Background: an optimization exercise with open tools, aiming at small area. Do not read the settings as production practice. Only simulation tests tie the RTL to the original design; equivalence was not proved. Power and IR drop assume default switching activity.

===== flow/design.v =====
module hvsync_generator(clk, rst, vga_h_sync, vga_v_sync, inDisplayArea, CounterX, CounterY, CounterXmaxed);
input clk;   
input rst;   
output vga_h_sync, vga_v_sync;
output inDisplayArea;
output [9:0] CounterX;
output [8:0] CounterY;
output CounterXmaxed;
reg [9:0] CounterX;
reg [8:0] CounterY;
assign CounterXmaxed = CounterX[9] & (&CounterX[7:0]);
always @(posedge clk)
if(rst | CounterXmaxed)
	CounterX <= 0;
else
	CounterX <= CounterX + 1;
always @(posedge clk)
	if(rst) CounterY <= 0;
	else if(CounterXmaxed) CounterY <= CounterY + 1;
reg vga_HS, vga_VS;
always @(posedge clk)
if(rst)
begin
	vga_HS <= 1'b0;
	vga_VS <= 1'b0;
end
else
begin
	vga_HS <= CounterX[9] & CounterX[7] & ~|CounterX[6:4];   
	vga_VS <= (CounterY == 479);
end
assign inDisplayArea = ~(CounterX[9] & CounterX[7]) & (|CounterY) &
                       ~((&CounterY[8:5]) & (|CounterY[4:0]));
assign vga_h_sync = ~vga_HS;
assign vga_v_sync = ~vga_VS;
endmodule
module P14_Pong(
    output VGA_RED,
    output VGA_GREEN,
    output VGA_BLUE,
    output VGA_HSYNC,
    output VGA_VSYNC,
	 output LED_0,
	 output LED_1,
	 output LED_2,
	 output LED_3,
	 output LED_4,
	 output LED_5,
	 output LED_6,
	 output LED_7,
	 input  ROT_A,
	 input  ROT_B,
	 input  SW_0,
	 input  SW_1,
	 input  SW_2,
	 input  SW_3,
	 input  RST,
	 input  CLK
);
wire clk = CLK;
wire inDisplayArea;
wire [9:0] CounterX;
wire [8:0] CounterY;
wire CounterXmaxed;
hvsync_generator syncgen(.clk(clk), .rst(RST), .vga_h_sync(VGA_HSYNC), .vga_v_sync(VGA_VSYNC),
  .inDisplayArea(inDisplayArea), .CounterX(CounterX), .CounterY(CounterY), .CounterXmaxed(CounterXmaxed));
reg [9:0] BouncerPosition;
reg [2:0] quadAr;
reg [1:0] quadBr;
reg quadX;
always @(posedge clk) if(RST) quadAr <= 3'b000; else quadAr <= {quadAr[1:0], ROT_A};
always @(posedge clk) if(RST) quadBr <= 2'b00; else quadBr <= {quadBr[0], ROT_B};
wire quadX1 = quadAr[1] ^ quadBr[1];
always @(posedge clk) if(RST) quadX <= 1'b0; else quadX <= quadX1;
wire quadStep = quadX ^ quadX1;
wire quadUp = quadAr[2] ^ quadBr[1];
wire [9:0] bpSat = ~(BouncerPosition ^ {10{quadUp}});
wire [10:0] bpLow;
assign bpLow[0] = 1'b1;
genvar gi;
generate for (gi = 0; gi < 10; gi = gi + 1) begin : bpchain
	assign bpLow[gi+1] = bpLow[gi] & bpSat[gi];
end endgenerate
wire bpGo = quadStep & ~bpLow[10];
always @(posedge clk)
if(RST)
	BouncerPosition <= 10'd256;
else
	BouncerPosition <= BouncerPosition ^ ({10{bpGo}} & bpLow[9:0]);
reg [9:0] relX;
reg [8:0] relY;
wire relXmax = relX[9] & (&relX[7:0]);    
wire xAt0  = relXmax;                     
wire xAt8  = (relX == 10'd7);             
wire xAt16 = (relX == 10'd15);            
wire yAt0  = (relY == 9'd0);              
wire yAt8  = (relY == 9'd8);
wire yAt16 = (relY == 9'd16);
wire ball = (relX[9:4] == 0) & (relY[8:4] == 0);
wire [10:0] bd = {1'b0, CounterX} + {1'b1, ~BouncerPosition};   
wire manualBouncer = ~bd[10] & (bd[9:7] == 0) & ((bd[6:3] != 0) | (bd[2:0] == 7)) & (bd[6:3] != 4'hf);   
reg [2:0] abS;
wire abClamp = abS[2] & abS[0];
wire relMid = (relX[9] & relX[7] & relX[6] & (relX[5] | relX[4])) |    
              ((relX[9:6] == 4'b0000) & (relX[5:3] != 3'b111));         
wire relLo  = relX[9] & (relX[7:3] == 5'b11001) & (relX[2:0] >= abS);   
wire relHi  = (relX[9:3] == 7'b0000111) & (relX[2:0] <= abS);           
wire xIn8   = (CounterX[9:7] == 0) & (|CounterX[6:3]) & ~((&CounterX[6:3]) & (|CounterX[2:0]));   
wire xIn468 = (CounterX >= 10'd468) & (CounterX <= 10'd580);
wire autoBouncer = abClamp ? (abS[1] ? xIn8 : xIn468) : (relMid | relLo | relHi);
wire Bouncer = (SW_0 ? autoBouncer : manualBouncer) & (CounterY[8:4] == 27);
wire border = (CounterX[9:3]==0) || (CounterX[9:3]==72) || (CounterY[8:3]==0) || (CounterY[8:3]==59);
wire BouncingObject = border | Bouncer;
reg ball_dirX, ball_dirY;
wire ResetCollision = (CounterX == 10'd1) & (CounterY == 9'd500);
reg CollisionX1, CollisionX2, CollisionY1, CollisionY2;
always @(posedge clk) if(RST | ResetCollision) CollisionX1<=0; else if(BouncingObject & xAt0  & yAt8 ) CollisionX1<=1;
always @(posedge clk) if(RST | ResetCollision) CollisionX2<=0; else if(BouncingObject & xAt16 & yAt8 ) CollisionX2<=1;
always @(posedge clk) if(RST | ResetCollision) CollisionY1<=0; else if(BouncingObject & xAt8  & yAt0 ) CollisionY1<=1;
always @(posedge clk) if(RST | ResetCollision) CollisionY2<=0; else if(BouncingObject & xAt8  & yAt16) CollisionY2<=1;
assign LED_0 = CollisionX1;
assign LED_1 = CollisionX2;
assign LED_2 = CollisionY1;
assign LED_3 = CollisionY2;
assign LED_7 = ROT_A;
assign LED_6 = ROT_B;
assign LED_5 = ball_dirX;
assign LED_4 = ball_dirY;
wire UpdateBallPosition = ResetCollision & SW_3;
wire moveX = UpdateBallPosition & ~(CollisionX1 & CollisionX2);
wire moveY = UpdateBallPosition & ~(CollisionY1 & CollisionY2);
wire [9:0] stepX = ball_dirX ? (SW_1 ? -10'd3 : -10'd1) : (SW_1 ? 10'd3 : 10'd1);
wire [8:0] stepY = ball_dirY ? (SW_1 ? -9'd3 : -9'd1) : (SW_1 ? 9'd3 : 9'd1);
wire [9:0] kX = moveX ? 10'd1 - stepX : 10'd1;
wire [8:0] kY = CounterXmaxed ? 9'd1 : moveY ? -stepY : 9'd0;
always @(posedge clk)
if(RST) begin
	relX <= 10'd231;     
	relY <= 9'd112;      
end else begin
	relX <= relXmax ? 10'd0 : relX + kX;
	relY <= relY + kY;
end
always @(posedge clk)
if(RST)
begin
	ball_dirX <= 1'b0;
	ball_dirY <= 1'b0;
	abS <= 3'd7;    
end
else if(UpdateBallPosition)
begin
	if(~(CollisionX1 & CollisionX2))
	begin
		if(CollisionX2) ball_dirX <= 1; else if(CollisionX1) ball_dirX <= 0;
	end
	if(~(CollisionY1 & CollisionY2))
	begin
		if(CollisionY2) ball_dirY <= 1; else if(CollisionY1) ball_dirY <= 0;
	end
	abS <= (relX >= 10'd708) ? 3'd7 :                  
	       (relX <= 10'd248) ? 3'd5 :                  
	       ~moveX ? 3'd3 : ball_dirX ? (SW_1 ? 3'd6 : 3'd4) : (SW_1 ? 3'd0 : 3'd2);
end
wire R = ((~SW_2 & (border | Bouncer | ball)) | (SW_2 & (border | Bouncer)));
wire G = ((~SW_2 & (border | Bouncer | ball)) | (SW_2 & (border)));
wire B = ((~SW_2 & (border | Bouncer | ball)) | (SW_2 & (ball)));
reg VGA_R, VGA_G, VGA_B;
assign VGA_RED   = VGA_R;
assign VGA_GREEN = VGA_G;
assign VGA_BLUE  = VGA_B;
always @(posedge clk)
if(RST)
begin
  VGA_R <= 1'b0;
  VGA_G <= 1'b0;
  VGA_B <= 1'b0;
end
else
begin
  VGA_R <= R & inDisplayArea;
  VGA_G <= G & inDisplayArea;
  VGA_B <= B & inDisplayArea;
end
endmodule

===== flow/flow/run.sh =====
#!/bin/bash
# Own layout flow: the standard flow (standard.sh) with
#  - an area-oriented synthesis: ABC maps with flow/area.abc, adders are left
#    to ABC instead of full/half-adder cells, no Kogge-Stone carry lookahead;
#  - port buffers of the smallest buffer cell;
#  - a clock tree of small clock buffers without dummy loads.
# Each tool's output is in standard.log and in orfs/logs/.
set -euo pipefail
W=$(pwd)
export AREA_ABC_SCRIPT=$W/flow/area.abc
export BUFFER_PORTS_ARGS="-buffer_cell sky130_fd_sc_hd__buf_1"
export CTS_ARGS="-sink_clustering_enable -repair_clock_nets -dont_use_dummy_load -buf_list sky130_fd_sc_hd__clkbuf_16 -sink_clustering_size 80 -sink_clustering_max_diameter 500"
bash standard.sh SYNTH_SCRIPT=$W/flow/area_synth.tcl ADDER_MAP_FILE= SYNTH_OPERATIONS_ARGS=-booth finish > $W/standard.log 2>&1

===== flow/flow/area.abc =====
strash
dc2
dch -f
amap
mfs2 -a
strash
dc2
dch -f
amap
mfs2 -a
strash
dch -f
amap
topo

===== flow/flow/area_synth.tcl =====
# The standard flow's synthesis (synth_recipe.tcl, unchanged) with ABC's cell-mapping script
# replaced by an area-oriented one. Only the mapping of combinational logic
# changes: the registers, their names and their cell types stay as in the
# standard synthesis.
proc abc {args} {
  set i [lsearch -exact $args -script]
  if { $i >= 0 } {
    set args [lreplace $args $i [expr {$i + 1}] -script $::env(AREA_ABC_SCRIPT)]
  }
  yosys abc {*}$args
}
source [file join [file dirname $::env(FLOW_CONFIG)] synth_recipe.tcl]

===== flow/standard.sh =====
#!/bin/bash
# synth_recipe.tcl (not shown) runs the flow's synth.tcl, then flattens the netlist and writes it again
# the make line also repeats each setting of config.mk as NAME=value (left out here)
make -C /OpenROAD-flow-scripts/flow DESIGN_CONFIG=/design/flow/config.mk WORK_HOME=/design/flow/orfs CLKGATE_MAP_FILE= SYNTH_SCRIPT=/design/flow/synth_recipe.tcl "${@:-finish}"

===== flow/config.mk =====
export PLATFORM = sky130hd
export DESIGN_NAME = P14_Pong
export DESIGN_NICKNAME = P14_Pong
export VERILOG_FILES = /design/flow/design.v
export SDC_FILE = /design/flow/constraint.sdc
export NUM_CORES = 4
export LEC_CHECK = 0
export CAP_MARGIN = 20
export CORE_MARGIN = 2
export CORE_UTILIZATION = 40
export SLEW_MARGIN = 20

===== flow/constraint.sdc =====
create_clock -name core_clock -period 10.0 [get_ports {CLK}]
set_input_delay 2.0000 -clock core_clock [delete_from_list [all_inputs] [get_ports {CLK}]]
set_output_delay 2.0000 -clock core_clock [all_outputs]
set_load 0.01 [all_outputs]

==> impl_metrics.py, run 1 <==
metrics = {
    "power_and_ir_drop": {
        "power.density_nw_per_um2": 158,
        "peakVddDrop_mv": 0.103,
        "total_leakage_power_nw": 1.35,
    },
    "placed_design": {
        "place_congestion": 0.864,
        "placed_cell_area_um2": 3700,
        "portBuffers": 20,
        "hpwl_um": 6420,
        "placed_cells": 622,
    },
    "synthesis": {
        "yosys_most_used_dff": "dfxtp_1",
        "async_flop_share": 0,
        "synth_edf_count": 0,
        "syn_inst": 494,
        "synth-seq-area-share": 0.390,
        "yosys-top-cells-area": "dfxtp_1, nor2_1, clkinv_1",
        "syn_area_per_cell_um2": 7.07,
        "synth_common_cells": "nor2_1, clkinv_1, dfxtp_1",
        "syn-cell-area_um2": 3490,
        "synth_cell_type_count": 39,
        "ys_ff_latch": 68,
        "syn-num-nets": 502,
        "synth_top_area_frac": 0.390,
        "yosys_warnings": 2,
        "synth_most_common_cell": "nor2_1",
        "synth_top_area_cell": "dfxtp_1",
    },
    "grt": {
        "grt_max_degree": 21,
        "grt_pass1_wl_um": 14200,
        "overflow": 0,
        "grt_pass1_vias": 3148,
        "antenna_found_initial": 0,
        "grt_usage": 0.182,
    },
    "floorplanning": {
        "fp.dieH_um": 97.4,
        "coreArea_um2": 8590,
        "num_rows": 34,
        "die-width_um": 97.4,
        "initial_core_util": 0.406,
        "die_area_um2": 9490,
        "io_pins": 21,
    },
    "clocking": {
        "numCtsBuffers": 9,
        "postCtsSetupBuffers": 0,
        "ctsHoldBuffers": 0,
        "clock_latency_ps": 330,
        "path_clk_slew_ps": 50,
        "cts_tree": "yes",
        "cts-htree-levels": 3,
        "clockBufferDepth": 2,
        "cts_sinks": 68,
        "cts_resized": 0,
        "cts-root-buf": "clkbuf_16",
    },
    "sta": {
        "worst_pin_slew_ps": 891,
        "period_share": 0.567,
        "fmax_ghz": 0.176,
        "rsz0062_at_grt": "false",
        "slew_headroom": 0.391,
        "setup_viol": 0,
        "finalCriticalPeriod_ps": 5670,
        "setup_tns_ps": 0,
        "skew_ps": 10.1,
        "hold-worst-slack_ps": 433,
        "hold_viol": 0,
        "drv_slew": 0,
    },
    "worst_setup_path": {
        "required_ps": 10210,
        "startpoint_type": "input pin",
        "cp-end-kind": "register",
        "cp_max_fo": 12,
        "cp.arrival_ps": 5880,
        "crit_type": "input pin to register",
    },
    "finish": {
        "nets": 533,
        "final_cells": 631,
        "fin_util": 0.457,
        "antenna_cells": 0,
        "drive_gt1_frac": 0.0210,
        "final_area_um2": 3930,
        "syn_to_final_growth_pct": 12.5,
    },
    "detailed_routing": {
        "drt_first_pass_iters": 4,
        "drt.antenna.violating_nets": 0,
        "wl_um": 8430,
        "via_count": 3469,
        "drc": 0,
        "post_drt_wl_per_cell_um": 13.4,
        "post_drt_via_cell_ratio": 5.50,
        "drt_iter0_drc": 125,
    },
    "run": {
        "max_cap_violations": 0,
    },
    "min_path": {
        "hold_path.class": "register to register",
    },
    "status": {
        "outcome": "timing/DRC/antenna clean",
    },
}
==> final cells by class <==
class / instances / area (um2)
fill: 897 / 4670
multi-input combinational: 354 / 1850
sequential: 68 / 1360
inverter: 70 / 263
clock buffer: 9 / 225
tap: 108 / 135
timing repair buffer: 22 / 90.1
==> flip-flops by register name, indices dropped and copies added, names as in the netlist <==
signal and count:
BouncerPosition 10, VGA_R 1, syncgen.vga_VS 1, CollisionX2 1, VGA_G 1, CollisionY1 1
syncgen.CounterX 10, VGA_B 1, CollisionY2 1, ball_dirX 1, quadAr 3, abS 3
relY 9, syncgen.vga_HS 1, quadX 1, quadBr 2, relX 10, syncgen.CounterY 9
CollisionX1 1, ball_dirY 1
==> routing by layer <==
metal | GRT usage | vias up | wire length, um
li1 | - | 1810 | -
met1 | 0.225 | 1579 | 4080
met2 | 0.309 | 61 | 3950
met3 | 0.0453 | 19 | 260
met4 | 0.0609 | 0 | 138
met5 | 0 | - | 0
==> where the power goes <==
group	switching [mW]	total [mW]	internal, mW
clock	0.102	0.259	0.157
combinational	0.0442	0.0700	0.0258
sequential	0.00989	0.290	0.280
==> kinds of logic (layout without fill, tap and decap cells) <==
group                  count (synthesis)  count (layout)  share of synthesized area
AND/OR/NAND/NOR                      213             213                      0.265
AO/OA/AOI/OAI                        140             140                      0.263
XOR/XNOR                               1               1                    0.00251
flip-flops                            68              68                      0.390
buffers and inverters                 72             101                     0.0796
==> path summary, 6_finish.rpt <==
kind	end	slack (ps)	startpoint	cells past startpoint
min	quadAr[1]	430	quadAr[0]	1
max reg2reg	relX[9]	5020	syncgen.CounterX[9]	25
min reg2reg	quadAr[1]	430	quadAr[0]	1
max	relX[9]	4330	SW_3	21
==> worst max-delay path: stages <==
cell and delay, ps:
buf_1 90, nand2_1 140, clkinv_1 110, o21ai_0 200, nor2_1 200, clkinv_1 120
nor2_1 550, clkinv_1 440, o21ai_0 240, nor2_1 100, or3_1 380, o21a_1 130
nand2_1 70, o21ai_0 110, nor2_1 200, nand2_1 90, o32ai_1 290, nand2_1 110
o21ai_0 100, xnor2_1 150, nor2_1 50
==> metrics by stage <==
step / power (mW) / setup slack [ps]
after CTS: 0.625 / 4400
after floorplan: 0.345 / 4800
after detailed placement: 0.364 / 4080
final: 0.619 / 4330
after global placement: 0.363 / 4250
after global routing: 0.647 / 3900
==> placed cells by master, fill, tap and decap left out, drive strengths merged, types with 4 or more instances in the layout <==
| cell type | instances |
|---|---|
| a211oi | 17 |
| a21oi | 21 |
| a221oi | 4 |
| a22oi | 9 |
| buf | 22 |
| clkbuf | 9 |
| clkinv | 70 |
| dfxtp | 68 |
| nand2 | 43 |
| nand3 | 10 |
| nand4 | 7 |
| nor2 | 109 |
| nor2b | 5 |
| nor3 | 21 |
| o211ai | 5 |
| o21a | 12 |
| o21ai | 34 |
| o22ai | 20 |
==> run 2, diff against run 1 <==
--- a/flow/flow/run.sh
+++ b/flow/flow/run.sh
@@ -11,3 +11,3 @@
 export BUFFER_PORTS_ARGS="-buffer_cell sky130_fd_sc_hd__buf_1"
-export CTS_ARGS="-sink_clustering_enable -repair_clock_nets -dont_use_dummy_load -buf_list sky130_fd_sc_hd__clkbuf_16 -sink_clustering_size 80 -sink_clustering_max_diameter 500"
+export CTS_ARGS="-sink_clustering_enable -repair_clock_nets -dont_use_dummy_load -buf_list sky130_fd_sc_hd__clkbuf_8 -sink_clustering_size 40 -sink_clustering_max_diameter 500 -sink_clustering_levels 1"
 bash standard.sh SYNTH_SCRIPT=$W/flow/area_synth.tcl ADDER_MAP_FILE= SYNTH_OPERATIONS_ARGS=-booth finish > $W/standard.log 2>&1
==> impl_metrics.py, run 2 <==
metrics = {
    "floorplanning": {
        "io_pins": 21,
        "die_area_um2": 9490,
        "coreArea_um2": 8590,
        "fp.dieH_um": 97.4,
        "initial_core_util": 0.406,
        "num_rows": 34,
        "die-width_um": 97.4,
    },
    "sta": {
        "hold-worst-slack_ps": 436,
        "period_share": 0.563,
        "skew_ps": 12.8,
        "layout_setup_ws_ps": 4370,
        "hold_viol": 0,
        "drv_slew": 0,
        "slew_headroom": 0.416,
        "worst_pin_slew_ps": 855,
        "fmax_ghz": 0.178,
        "setup_tns_ps": 0,
        "finalCriticalPeriod_ps": 5630,
        "setup_viol": 0,
        "rsz0062_at_grt": "false",
    },
    "grt": {
        "overflow": 0,
        "grt_pass1_wl_um": 14000,
        "grt_usage": 0.179,
        "grt_pass1_vias": 3128,
        "grt_max_degree": 21,
        "antenna_found_initial": 0,
    },
    "power_and_ir_drop": {
        "total_leakage_power_nw": 1.31,
        "power.density_nw_per_um2": 138,
        "peakVddDrop_mv": 0.0916,
        "fin_total_pwr_uw": 529,
    },
    "detailed_routing": {
        "drt_first_pass_iters": 6,
        "via_count": 3459,
        "post_drt_wl_per_cell_um": 13.2,
        "wl_um": 8350,
        "drc": 0,
        "drt_iter0_drc": 139,
        "post_drt_via_cell_ratio": 5.48,
        "drt.antenna.violating_nets": 0,
    },
    "clocking": {
        "cts-root-buf": "clkbuf_8",
        "cts_tree": "yes",
        "cts_resized": 0,
        "path_clk_slew_ps": 70,
        "numCtsBuffers": 9,
        "cts_sinks": 68,
        "ctsHoldBuffers": 0,
        "clockBufferDepth": 2,
        "cts-htree-levels": 3,
        "clock_latency_ps": 340,
        "postCtsSetupBuffers": 0,
    },
    "synthesis": {
        "yosys_most_used_dff": "dfxtp_1",
        "synth_most_common_cell": "nor2_1",
        "async_flop_share": 0,
        "synth_edf_count": 0,
        "synth_cell_type_count": 39,
        "yosys_warnings": 2,
        "yosys-top-cells-area": "dfxtp_1, nor2_1, clkinv_1",
        "syn_area_per_cell_um2": 7.07,
        "syn-num-nets": 502,
        "syn-cell-area_um2": 3490,
        "syn_inst": 494,
        "synth_top_area_cell": "dfxtp_1",
        "synth_common_cells": "nor2_1, clkinv_1, dfxtp_1",
        "ys_ff_latch": 68,
        "synth-seq-area-share": 0.390,
        "synth_top_area_frac": 0.390,
    },
    "worst_setup_path": {
        "crit_type": "input pin to register",
        "cp_max_fo": 12,
        "cp.arrival_ps": 5850,
        "required_ps": 10230,
        "startpoint_type": "input pin",
        "cp-end-kind": "register",
    },
    "min_path": {
        "hold_path.class": "register to register",
    },
    "finish": {
        "antenna_cells": 0,
        "most-common-layout-cells": "nor2_1, clkinv_1, dfxtp_1",
        "syn_to_final_growth_pct": 9.57,
        "layout_commonest_cell": "nor2_1",
        "drive_gt1_frac": 0.0210,
        "nets": 533,
        "final_area_um2": 3820,
        "reg.largest.list": "BouncerPosition (10), relX (10), syncgen.CounterX (10)",
    },
    "run": {
        "max_cap_violations": 0,
    },
    "placed_design": {
        "post-place-ws_ps": 4080,
        "place_congestion": 0.864,
        "hpwl_um": 6420,
        "placed_cell_area_um2": 3700,
        "portBuffers": 20,
    },
    "status": {
        "outcome": "timing/DRC/antenna clean",
    },
}
==> run 2: cell counts after synthesis <==
Identical to the previous run, type by type.
==> run 2: path summary, 6_finish.rpt <==
check,start,slack [ps],to,depth (start not counted)
worst max-delay path,SW_3,4370,relX[9],21
worst min-delay path,quadAr[0],440,quadAr[1],1
worst max register to register,syncgen.CounterX[9],5050,relX[9],25
worst min register to register,quadAr[0],440,quadAr[1],1
==> run 2: through the flow <==
step | utilization | std cells
finish | 0.445 | 631
global route | 0.445 | 631
CTS | 0.445 | 631
detailed placement | 0.431 | 622
global placement | 0.431 | 622
floorplan | - | 494
==> run 2: kinds of logic (layout without fill, tap and decap cells) <==
kind of cell | Yosys count | after routing | share of synthesized area
xor gates and xnor gates | 1 | 1 | 0.00251
buffers and inverters | 72 | 101 | 0.0796
DFF | 68 | 68 | 0.390
and+or+nand+nor | 213 | 213 | 0.265
AOI/OAI and AO/OA | 140 | 140 | 0.263
==> run 2: layout make-up <==
cell class                      instances  area [um2]
Multi-Input combinational cell        354        1850
Inverter                               70         263
Sequential cell                        68        1360
Fill cell                             909        4770
Tap cell                              108         135
Clock buffer                            9         124
Timing Repair Buffer                   22        90.1
==> run 2: routing by layer <==
layer  track usage  vias to the layer above  part of all wire
met2         0.306                       63              0.47
met3        0.0496                        9             0.039
met5             0                        -                 0
met1         0.224                     1581              0.48
li1              -                     1806                 -
met4        0.0449                        0             0.010
==> run 2: power by group <==
| group | internal (mW) | switching, mW |
|---|---|---|
| clock | 0.0802 | 0.0894 |
| combinational | 0.0258 | 0.0439 |
| sequential | 0.280 | 0.00984 |
==> run 2: worst max-delay path, stage by stage <==
cell,delay [ps]
buf_1,90
nand2_1,140
clkinv_1,110
o21ai_0,200
nor2_1,200
clkinv_1,120
nor2_1,540
clkinv_1,440
o21ai_0,240
nor2_1,100
or3_1,380
o21a_1,130
nand2_1,70
o21ai_0,110
nor2_1,190
nand2_1,90
o32ai_1,290
nand2_1,110
o21ai_0,100
xnor2_1,150
nor2_1,50
==> run 3, diff against run 2 <==
==> flow/flow/run.sh (replaced) <==
#!/bin/bash
# Own layout flow: the standard flow (standard.sh) with
#  - an area-oriented synthesis: synth_recipe.tcl unchanged, except that ABC
#    maps the combinational logic with flow/area.abc, adders are left to ABC
#    instead of full/half-adder cells, and the Kogge-Stone carry lookahead map
#    is not used (the registers come out exactly as in the standard synthesis);
#  - port buffers of the smallest buffer cell (every port is still buffered);
#  - a clock tree of clkbuf_8 cells without dummy loads.
# The make output is in standard.log; each ORFS step's log is in orfs/logs/.
set -euo pipefail
W=$(pwd)
export AREA_ABC_SCRIPT=$W/flow/area.abc
export BUFFER_PORTS_ARGS="-buffer_cell sky130_fd_sc_hd__buf_1"
export CTS_ARGS="-repair_clock_nets -dont_use_dummy_load -buf_list sky130_fd_sc_hd__clkbuf_4"
bash standard.sh SYNTH_SCRIPT=$W/flow/area_synth.tcl ADDER_MAP_FILE= SYNTH_OPERATIONS_ARGS=-booth finish > $W/standard.log 2>&1
==> impl_metrics.py, run 3 <==
metrics = {
    "grt": {
        "grt_max_degree": 21,
        "grt_pass1_vias": 3103,
        "grt_pass1_wl_um": 14000,
        "grt_usage": 0.177,
        "overflow": 0,
        "antenna_found_initial": 0,
    },
    "synthesis": {
        "synth_edf_count": 0,
        "syn_inst": 494,
        "syn-cell-area_um2": 3490,
        "synth-seq-area-share": 0.390,
        "syn_area_per_cell_um2": 7.07,
        "synth_top_area_cell": "dfxtp_1",
        "syn-num-nets": 502,
        "async_flop_share": 0,
        "synth_most_common_cell": "nor2_1",
        "ys_ff_latch": 68,
        "synth_common_cells": "nor2_1, clkinv_1, dfxtp_1",
        "yosys-top-cells-area": "dfxtp_1, nor2_1, clkinv_1",
        "synth_top_area_frac": 0.390,
        "yosys_warnings": 2,
        "synth_cell_type_count": 39,
        "yosys_most_used_dff": "dfxtp_1",
    },
    "detailed_routing": {
        "drt_iter0_drc": 124,
        "via_count": 3450,
        "drt.antenna.violating_nets": 0,
        "post_drt_via_cell_ratio": 5.47,
        "post_drt_wl_per_cell_um": 13.2,
        "drc": 0,
        "drt_first_pass_iters": 4,
        "wl_um": 8310,
    },
    "sta": {
        "worst_pin_slew_ps": 855,
        "slew_headroom": 0.415,
        "drv_slew": 0,
        "setup_viol": 0,
        "hold_viol": 0,
        "finalCriticalPeriod_ps": 5540,
        "skew_ps": 20.9,
        "rsz0062_at_grt": "false",
        "setup_tns_ps": 0,
        "period_share": 0.554,
        "fmax_ghz": 0.181,
    },
    "min_path": {
        "hold_path.class": "register to register",
    },
    "clocking": {
        "clock_latency_ps": 400,
        "cts-root-buf": "clkbuf_4",
        "cts-htree-levels": 3,
        "path_clk_slew_ps": 110,
        "ctsHoldBuffers": 0,
        "cts_tree": "yes",
        "numCtsBuffers": 9,
        "cts_sinks": 68,
        "clockBufferDepth": 2,
        "cts_resized": 0,
        "postCtsSetupBuffers": 0,
    },
    "finish": {
        "register_area_um2": 1360,
        "syn_to_final_growth_pct": 7.96,
        "reg.largest.list": "BouncerPosition (10), relX (10), syncgen.CounterX (10)",
        "multiInputGateArea_um2": 1850,
        "layout_commonest_cell": "nor2_1",
        "drive_gt1_frac": 0.0210,
        "final_cells": 631,
        "antenna_cells": 0,
        "final.fill_count": 915,
        "nets": 533,
        "most-common-layout-cells": "nor2_1, clkinv_1, dfxtp_1",
    },
    "placed_design": {
        "hpwl_um": 6420,
        "portBuffers": 20,
        "placed_cells": 622,
        "place_congestion": 0.864,
    },
    "floorplanning": {
        "die-width_um": 97.4,
        "coreArea_um2": 8590,
        "die_area_um2": 9490,
        "fp.dieH_um": 97.4,
        "initial_core_util": 0.406,
        "io_pins": 21,
        "num_rows": 34,
    },
    "worst_setup_path": {
        "cp_common_cell": "nor2_1",
        "startpoint_type": "input pin",
        "required_ps": 10300,
        "path_cells": "buf_1, nand2_1, clkinv_1, o21ai_0, nor2_1, clkinv_1, nor2_1, clkinv_1, o21ai_0, nor2_1, or3_1, o21a_1, nand2_1, o21ai_0, nor2_1, nand2_1, o32ai_1, nand2_1, o21ai_0, xnor2_1, nor2_1",
        "cp_max_fo": 12,
        "cpPeakStageDelay_ps": 540,
        "cp_slowest_cell": "nor2_1",
        "cp.arrival_ps": 5840,
        "path_buf_inv": 4,
        "crit_family": "simple AND/OR/NAND/NOR gates",
        "crit_type": "input pin to register",
        "cp-end-kind": "register",
    },
    "run": {
        "max_cap_violations": 0,
    },
    "power_and_ir_drop": {
        "total_leakage_power_nw": 1.28,
        "peakVddDrop_mv": 0.0638,
        "power.density_nw_per_um2": 129,
    },
    "status": {
        "outcome": "timing/DRC/antenna clean",
    },
}
==> run 3: layout make-up <==
class                           instances  area share
Clock buffer                            9      0.0179
Inverter                               70      0.0697
Multi-Input combinational cell        354       0.491
Sequential cell                        68       0.361
Tap cell                              108      0.0359
Timing Repair Buffer                   22      0.0239
==> run 3: power breakdown <==
part	switching, mW	internal, mW	leakage, nW
sequential	0.00988	0.279	0.552
clock	0.0847	0.0419	0.0414
combinational	0.0439	0.0258	0.689
total	0.138	0.347	1.28
==> run 3: per-stage QoR <==
stage,util,area [um2],hold slack [ps],power (mW),setup slack [ps]
4_1_cts,0.439,3770,452,0.491,4510
3_5_place_dp,0.431,3700,425,0.364,4080
3_3_place_gp,0.431,3700,428,0.363,4250
2_1_floorplan,-,3490,414,0.345,4800
5_1_grt,0.439,3770,468,0.512,4020
6_report,0.439,3770,444,0.486,4460
==> run 3: layer usage <==
metal	share of wire	routed length, um	track usage
met5	0	0	0
met4	0.011	89	0.0385
met3	0.038	319	0.0475
met2	0.47	3910	0.304
met1	0.48	3990	0.224
==> run 3: logic make-up after synthesis <==
kind of cell    count (synthesis)  share of synthesized area
simple gates                  213                      0.265
compound gates                140                      0.263
flops                          68                      0.390
xor+xnor                        1                    0.00251
buf+inv                        72                     0.0796
==> run 3: worst reg2reg max path: stages (launching register included) <==
cell	delay (ps)
dfxtp_1	370
clkinv_1	170
nand4_1	100
nor2_1	160
nand4_1	150
nor2_1	110
nand2_1	140
clkinv_1	110
o21ai_0	200
nor2_1	200
clkinv_1	120
nor2_1	540
clkinv_1	430
o21ai_0	240
nor2_1	100
or3_1	380
o21a_1	130
nand2_1	70
o21ai_0	110
nor2_1	190
nand2_1	90
o32ai_1	290
nand2_1	110
o21ai_0	100
xnor2_1	150
nor2_1	50
==> run 3: path summary, 6_finish.rpt <==
kind | from | cells past startpoint | slack (ps) | endpoint
hold reg to reg | quadAr[0] | 1 | 440 | quadAr[1]
setup reg to reg | syncgen.CounterX[9] | 25 | 5080 | relX[9]
hold / removal | quadAr[0] | 1 | 440 | quadAr[1]
setup / recovery | SW_3 | 21 | 4460 | relX[9]
==> run 4, diff against run 3 <==
--- a/flow/flow/run.sh
+++ b/flow/flow/run.sh
@@ -13,3 +13,3 @@
 export BUFFER_PORTS_ARGS="-buffer_cell sky130_fd_sc_hd__buf_1"
-export CTS_ARGS="-repair_clock_nets -dont_use_dummy_load -buf_list sky130_fd_sc_hd__clkbuf_4"
+export CTS_ARGS="-sink_clustering_enable -repair_clock_nets -dont_use_dummy_load -buf_list sky130_fd_sc_hd__clkbuf_8"
 bash standard.sh SYNTH_SCRIPT=$W/flow/area_synth.tcl ADDER_MAP_FILE= SYNTH_OPERATIONS_ARGS=-booth finish > $W/standard.log 2>&1
==> impl_metrics.py, run 4 <==
metrics = {
    "power_and_ir_drop": {
        "peakVddDrop_mv": 0.0916,
        "power.density_nw_per_um2": 138,
        "fin_total_pwr_uw": 529,
        "total_leakage_power_nw": 1.31,
    },
    "clocking": {
        "cts_sinks": 68,
        "clockBufferDepth": 2,
        "path_clk_slew_ps": 70,
        "clock_latency_ps": 340,
        "postCtsSetupBuffers": 0,
        "cts-root-buf": "clkbuf_8",
        "cts_tree": "yes",
        "numCtsBuffers": 9,
        "cts-htree-levels": 3,
        "cts_resized": 0,
        "ctsHoldBuffers": 0,
    },
    "synthesis": {
        "async_flop_share": 0,
        "syn_inst": 494,
        "yosys_most_used_dff": "dfxtp_1",
        "syn-num-nets": 502,
        "synth_top_area_cell": "dfxtp_1",
        "yosys-top-cells-area": "dfxtp_1, nor2_1, clkinv_1",
        "synth_cell_type_count": 39,
        "synth_most_common_cell": "nor2_1",
        "syn_area_per_cell_um2": 7.07,
        "synth_edf_count": 0,
        "synth_top_area_frac": 0.390,
        "synth-seq-area-share": 0.390,
        "ys_ff_latch": 68,
        "syn-cell-area_um2": 3490,
        "synth_common_cells": "nor2_1, clkinv_1, dfxtp_1",
        "yosys_warnings": 2,
    },
    "worst_setup_path": {
        "r2r_setup_slack_ps": 5050,
        "cp.arrival_ps": 5850,
        "cpPeakStageDelay_ps": 540,
        "r2r_cells": 25,
        "cp_common_cell": "nor2_1",
        "reg2reg_to": "relX[9]",
        "path_buf_inv": 4,
        "regToRegStartpoint": "syncgen.CounterX[9]",
        "crit_family": "simple AND/OR/NAND/NOR gates",
        "cp-end-kind": "register",
        "cp_max_fo": 12,
        "cp_slowest_cell": "nor2_1",
        "startpoint_type": "input pin",
        "path_cells": "buf_1, nand2_1, clkinv_1, o21ai_0, nor2_1, clkinv_1, nor2_1, clkinv_1, o21ai_0, nor2_1, or3_1, o21a_1, nand2_1, o21ai_0, nor2_1, nand2_1, o32ai_1, nand2_1, o21ai_0, xnor2_1, nor2_1",
        "crit_type": "input pin to register",
        "required_ps": 10230,
    },
    "sta": {
        "worst_pin_slew_ps": 855,
        "hold_viol": 0,
        "drv_slew": 0,
        "slew_headroom": 0.416,
        "setup_tns_ps": 0,
        "period_share": 0.563,
        "finalCriticalPeriod_ps": 5630,
        "fmax_ghz": 0.178,
        "rsz0062_at_grt": "false",
        "skew_ps": 12.8,
        "setup_viol": 0,
    },
    "floorplanning": {
        "num_rows": 34,
        "die_area_um2": 9490,
        "die-width_um": 97.4,
        "coreArea_um2": 8590,
        "io_pins": 21,
        "initial_core_util": 0.406,
        "fp.dieH_um": 97.4,
    },
    "finish": {
        "reg.largest.list": "BouncerPosition (10), relX (10), syncgen.CounterX (10)",
        "syn_to_final_growth_pct": 9.57,
        "most-common-layout-cells": "nor2_1, clkinv_1, dfxtp_1",
        "layout_commonest_cell": "nor2_1",
        "antenna_cells": 0,
        "drive_gt1_frac": 0.0210,
        "nets": 533,
    },
    "detailed_routing": {
        "post_drt_wl_per_cell_um": 13.2,
        "top_layer": "met4",
        "drt_iter0_drc": 139,
        "met1_length_um": 4030,
        "drt.antenna.violating_nets": 0,
        "drt_first_pass_iters": 6,
        "via_count": 3459,
        "drc": 0,
        "wl_met2_um": 3900,
        "wl_met3_um": 329,
        "wl_um": 8350,
        "post_drt_via_cell_ratio": 5.48,
    },
    "min_path": {
        "worstHoldStart": "quadAr[0]",
        "hold-path-endpoint": "quadAr[1]",
        "min_path_cells": 1,
        "hold_path.class": "register to register",
    },
    "status": {
        "outcome": "timing/DRC/antenna clean",
    },
    "placed_design": {
        "hpwl_um": 6420,
        "place_congestion": 0.864,
        "portBuffers": 20,
    },
    "grt": {
        "overflow": 0,
        "grt_pass1_wl_um": 14000,
        "grt_pass1_vias": 3128,
        "antenna_found_initial": 0,
        "grt_max_degree": 21,
        "grt_usage": 0.179,
    },
    "run": {
        "max_cap_violations": 0,
    },
}
==> run 4: cell counts after synthesis <==
Identical to the previous run, type by type.
==> run 4: how the worst max path moves through the flow <==
stage	start	end	slack, ps	cells after the start
after detailed placement	SW_3	relX[9]	4080	21
after global placement	SW_3	relX[9]	4250	21
after floorplan	SW_3	relX[9]	4800	20
after CTS	SW_3	relX[9]	4420	21
final	SW_3	relX[9]	4370	21
after global routing	SW_3	relX[9]	3930	21
==> run 4: power breakdown <==
part	internal, mW	switching, mW
Clock	0.0802	0.0894
Combinational	0.0258	0.0439
Sequential	0.280	0.00984
Total	0.386	0.143
==> run 4: worst register-to-register path, delay by kind of cell (launching register included) <==
kind / cells / cell delay (ps)
XOR/XNOR: 1 / 150
flip-flops: 1 / 360
AND/OR/NAND/NOR: 14 / 2420
buffers and inverters: 4 / 850
AO/OA/AOI/OAI: 6 / 1070
==> run 4: cells by family after synthesis <==
family / after synthesis / synth area share
AOI/OAI and AO/OA: 140 / 0.263
buffers and inverters: 72 / 0.0796
DFF: 68 / 0.390
xor gates and xnor gates: 1 / 0.00251
and+or+nand+nor: 213 / 0.265
==> run 4: layout make-up <==
| cell class | instances | area, um2 |
|---|---|---|
| clock buffer | 9 | 124 |
| multi-input combinational | 354 | 1850 |
| timing repair buffer | 22 | 90.1 |
| sequential | 68 | 1360 |
| inverter | 70 | 263 |
| fill | 909 | 4770 |
| tap | 108 | 135 |
==> run 4: metal layers <==
layer / vias up / global-route usage
met1: 1581 / 0.224
met4: 0 / 0.0449
met2: 63 / 0.306
met5: - / 0
li1: 1806 / -
met3: 9 / 0.0496
==> run 4: stage by stage <==
step / hold slack (ps) / worst slack [ps] / std cells / utilization / cell area, um2
global route: 462 / 3930 / 631 / 0.445 / 3820
global placement: 428 / 4250 / 622 / 0.431 / 3700
floorplan: 414 / 4800 / 494 / - / 3490
CTS: 443 / 4420 / 631 / 0.445 / 3820
finish: 436 / 4370 / 631 / 0.445 / 3820
detailed placement: 425 / 4080 / 622 / 0.431 / 3700
==> run 5, diff against run 4 <==
--- a/flow/flow/run.sh
+++ b/flow/flow/run.sh
@@ -13,3 +13,3 @@
 export BUFFER_PORTS_ARGS="-buffer_cell sky130_fd_sc_hd__buf_1"
-export CTS_ARGS="-sink_clustering_enable -repair_clock_nets -dont_use_dummy_load -buf_list sky130_fd_sc_hd__clkbuf_8"
+export CTS_ARGS="-sink_clustering_enable -repair_clock_nets -dont_use_dummy_load -buf_list sky130_fd_sc_hd__clkbuf_4 -distance_between_buffers 500 -branching_point_buffers_distance 500"
 bash standard.sh SYNTH_SCRIPT=$W/flow/area_synth.tcl ADDER_MAP_FILE= SYNTH_OPERATIONS_ARGS=-booth finish > $W/standard.log 2>&1
==> impl_metrics.py, run 5 <==
metrics = {
    "worst_setup_path": {
        "reg2reg_to": "relX[9]",
        "cp.arrival_ps": 5840,
        "regToRegStartpoint": "syncgen.CounterX[9]",
        "r2r_cells": 25,
        "cp_max_fo": 12,
        "required_ps": 10300,
        "crit_type": "input pin to register",
        "cp-end-kind": "register",
        "r2r_setup_slack_ps": 5080,
        "startpoint_type": "input pin",
        "cpPeakStageDelay_ps": 540,
        "cp_slowest_cell": "nor2_1",
        "cp_common_cell": "nor2_1",
        "path_cells": "buf_1, nand2_1, clkinv_1, o21ai_0, nor2_1, clkinv_1, nor2_1, clkinv_1, o21ai_0, nor2_1, or3_1, o21a_1, nand2_1, o21ai_0, nor2_1, nand2_1, o32ai_1, nand2_1, o21ai_0, xnor2_1, nor2_1",
    },
    "synthesis": {
        "yosys_most_used_dff": "dfxtp_1",
        "yosys-top-cells-area": "dfxtp_1, nor2_1, clkinv_1",
        "ys_ff_latch": 68,
        "synth_top_area_cell": "dfxtp_1",
        "syn-cell-area_um2": 3490,
        "syn_inst": 494,
        "synth_common_cells": "nor2_1, clkinv_1, dfxtp_1",
        "syn_area_per_cell_um2": 7.07,
        "syn-num-nets": 502,
        "synth_top_area_frac": 0.390,
        "async_flop_share": 0,
        "yosys_warnings": 2,
        "synth_most_common_cell": "nor2_1",
        "synth-seq-area-share": 0.390,
        "synth_cell_type_count": 39,
        "synth_edf_count": 0,
    },
    "clocking": {
        "path_clk_slew_ps": 110,
        "postCtsSetupBuffers": 0,
        "numCtsBuffers": 9,
        "cts_sinks": 68,
        "cts_tree": "yes",
        "clock_latency_ps": 400,
        "cts-root-buf": "clkbuf_4",
        "ctsHoldBuffers": 0,
        "clockBufferDepth": 2,
        "cts_resized": 0,
        "cts-htree-levels": 3,
    },
    "finish": {
        "syn_to_final_growth_pct": 7.96,
        "nets": 533,
        "final_cells": 631,
        "multiInputGateArea_um2": 1850,
        "most-common-layout-cells": "nor2_1, clkinv_1, dfxtp_1",
        "register_area_um2": 1360,
        "fin_util": 0.439,
        "layout_commonest_cell": "nor2_1",
        "final.fill_count": 915,
        "drive_gt1_frac": 0.0210,
        "reg.largest.list": "BouncerPosition (10), relX (10), syncgen.CounterX (10)",
        "antenna_cells": 0,
    },
    "run": {
        "max_cap_violations": 0,
    },
    "detailed_routing": {
        "drt.antenna.violating_nets": 0,
        "drc": 0,
        "post_drt_wl_per_cell_um": 13.2,
        "drt_first_pass_iters": 4,
        "wl_um": 8310,
        "drt_iter0_drc": 124,
        "via_count": 3450,
        "post_drt_via_cell_ratio": 5.47,
    },
    "placed_design": {
        "post-place-ws_ps": 4080,
        "hpwl_um": 6420,
        "placed_cells": 622,
        "portBuffers": 20,
        "place_congestion": 0.864,
    },
    "sta": {
        "slew_headroom": 0.415,
        "finalCriticalPeriod_ps": 5540,
        "rsz0062_at_grt": "false",
        "hold_viol": 0,
        "skew_ps": 20.9,
        "setup_viol": 0,
        "drv_slew": 0,
        "layout_setup_ws_ps": 4460,
        "worst_pin_slew_ps": 855,
        "setup_tns_ps": 0,
        "period_share": 0.554,
        "fmax_ghz": 0.181,
    },
    "power_and_ir_drop": {
        "peakVddDrop_mv": 0.0638,
        "total_leakage_power_nw": 1.28,
        "power.density_nw_per_um2": 129,
    },
    "floorplanning": {
        "io_pins": 21,
        "num_rows": 34,
        "coreArea_um2": 8590,
        "fp.dieH_um": 97.4,
        "initial_core_util": 0.406,
        "die-width_um": 97.4,
        "die_area_um2": 9490,
    },
    "min_path": {
        "hold-path-endpoint": "quadAr[1]",
        "min_path_cells": 1,
        "worstHoldStart": "quadAr[0]",
        "hold_path.class": "register to register",
    },
    "grt": {
        "gr-max-usage-layer": "met2",
        "grt_use_met3": 0.0475,
        "grt_max_degree": 21,
        "grt_usage": 0.177,
        "grt_pass1_vias": 3103,
        "met1_usage": 0.224,
        "antenna_found_initial": 0,
        "overflow": 0,
        "grt_pass1_wl_um": 14000,
        "met2_usage": 0.304,
    },
    "status": {
        "outcome": "timing/DRC/antenna clean",
    },
}
-- run 5: worst max path at each step --
stage,start,end,depth (start not counted)
detailed placement,SW_3,relX[9],21
global route,SW_3,relX[9],21
finish,SW_3,relX[9],21
global placement,SW_3,relX[9],21
CTS,SW_3,relX[9],21
floorplan,SW_3,relX[9],20
-- run 5: logic make-up (layout without fill, tap and decap cells) --
logic type             count (synthesis)  count (layout)  share of synthesized area
AO/OA/AOI/OAI                        140             140                      0.263
AND/OR/NAND/NOR                      213             213                      0.265
buffers and inverters                 72             101                     0.0796
flip-flops                            68              68                      0.390
XOR/XNOR                               1               1                    0.00251
-- run 5: through the flow --
stage | cell area, um2 | power (mW) | hold slack (ps)
6_report | 3770 | 0.486 | 444
3_3_place_gp | 3700 | 0.363 | 428
3_5_place_dp | 3700 | 0.364 | 425
5_1_grt | 3770 | 0.512 | 468
4_1_cts | 3770 | 0.491 | 452
2_1_floorplan | 3490 | 0.345 | 414
-- run 5: where the power goes --
part	internal [mW]	total, mW	switching, mW
Combinational	0.0258	0.0697	0.0439
Sequential	0.279	0.289	0.00988
Clock	0.0419	0.127	0.0847
Total	0.347	0.486	0.138
-- run 5: per-layer routing --
metal	share of wire	wire, um
met3	0.038	319
met5	0	0
met1	0.48	3990
met4	0.011	89
met2	0.47	3910
-- run 5: worst max-delay path, delay by kind of cell --
| kind | cells | cell delay (ps) |
|---|---|---|
| AND/OR/NAND/NOR | 10 | 1870 |
| AO/OA/AOI/OAI | 6 | 1070 |
| buffers and inverters | 4 | 750 |
| XOR/XNOR | 1 | 150 |
-- run 5: area by class of cell --
| cell class | instances | area share |
|---|---|---|
| clock buffer | 9 | 0.0179 |
| inverter | 70 | 0.0697 |
| multi-input combinational | 354 | 0.491 |
| sequential | 68 | 0.361 |
| tap | 108 | 0.0359 |
| timing repair buffer | 22 | 0.0239 |

what the ideal ports hide:
No port has a modelled driver above. Below, the same layouts with a new extraction and two added sets of constraints.
Step 1, drivers: a clkbuf_16 drives CLK and a buf_2 each remaining input, both assumed.
Step 2 adds t to the input delays and takes it off the output delays; t is the mean of the earliest and latest rising clock arrival at the registers after step 1. Input paths then give back, and output paths get back, about the clock's delay inside the block.
Three values: ideal, step 1, step 2; two values: the first two.
| run | t, ns | setup slack, ns | worst hold slack (ns) | worst setup path at the end | worst slew at a driven data input, ns |
|---|---|---|---|---|---|
| run 1 | 0.356 | 4.327 / 4.340 / 3.984 | 0.433 / 0.433 / 0.433 | input to register | 0.03 |
| run 2 | 0.358 | 4.371 / 4.379 / 4.020 | 0.436 / 0.436 / 0.436 | input to register | 0.03 |
| run 3 | 0.420 | 4.460 / 4.466 / 4.046 | 0.444 / 0.444 / 0.444 | input to register | 0.03 |
| run 4 | 0.358 | 4.371 / 4.379 / 4.020 | 0.436 / 0.436 / 0.436 | input to register | 0.03 |
| run 5 | 0.420 | 4.460 / 4.466 / 4.046 | 0.444 / 0.444 / 0.444 | input to register | 0.03 |
After both steps every run listed still meets setup and hold.
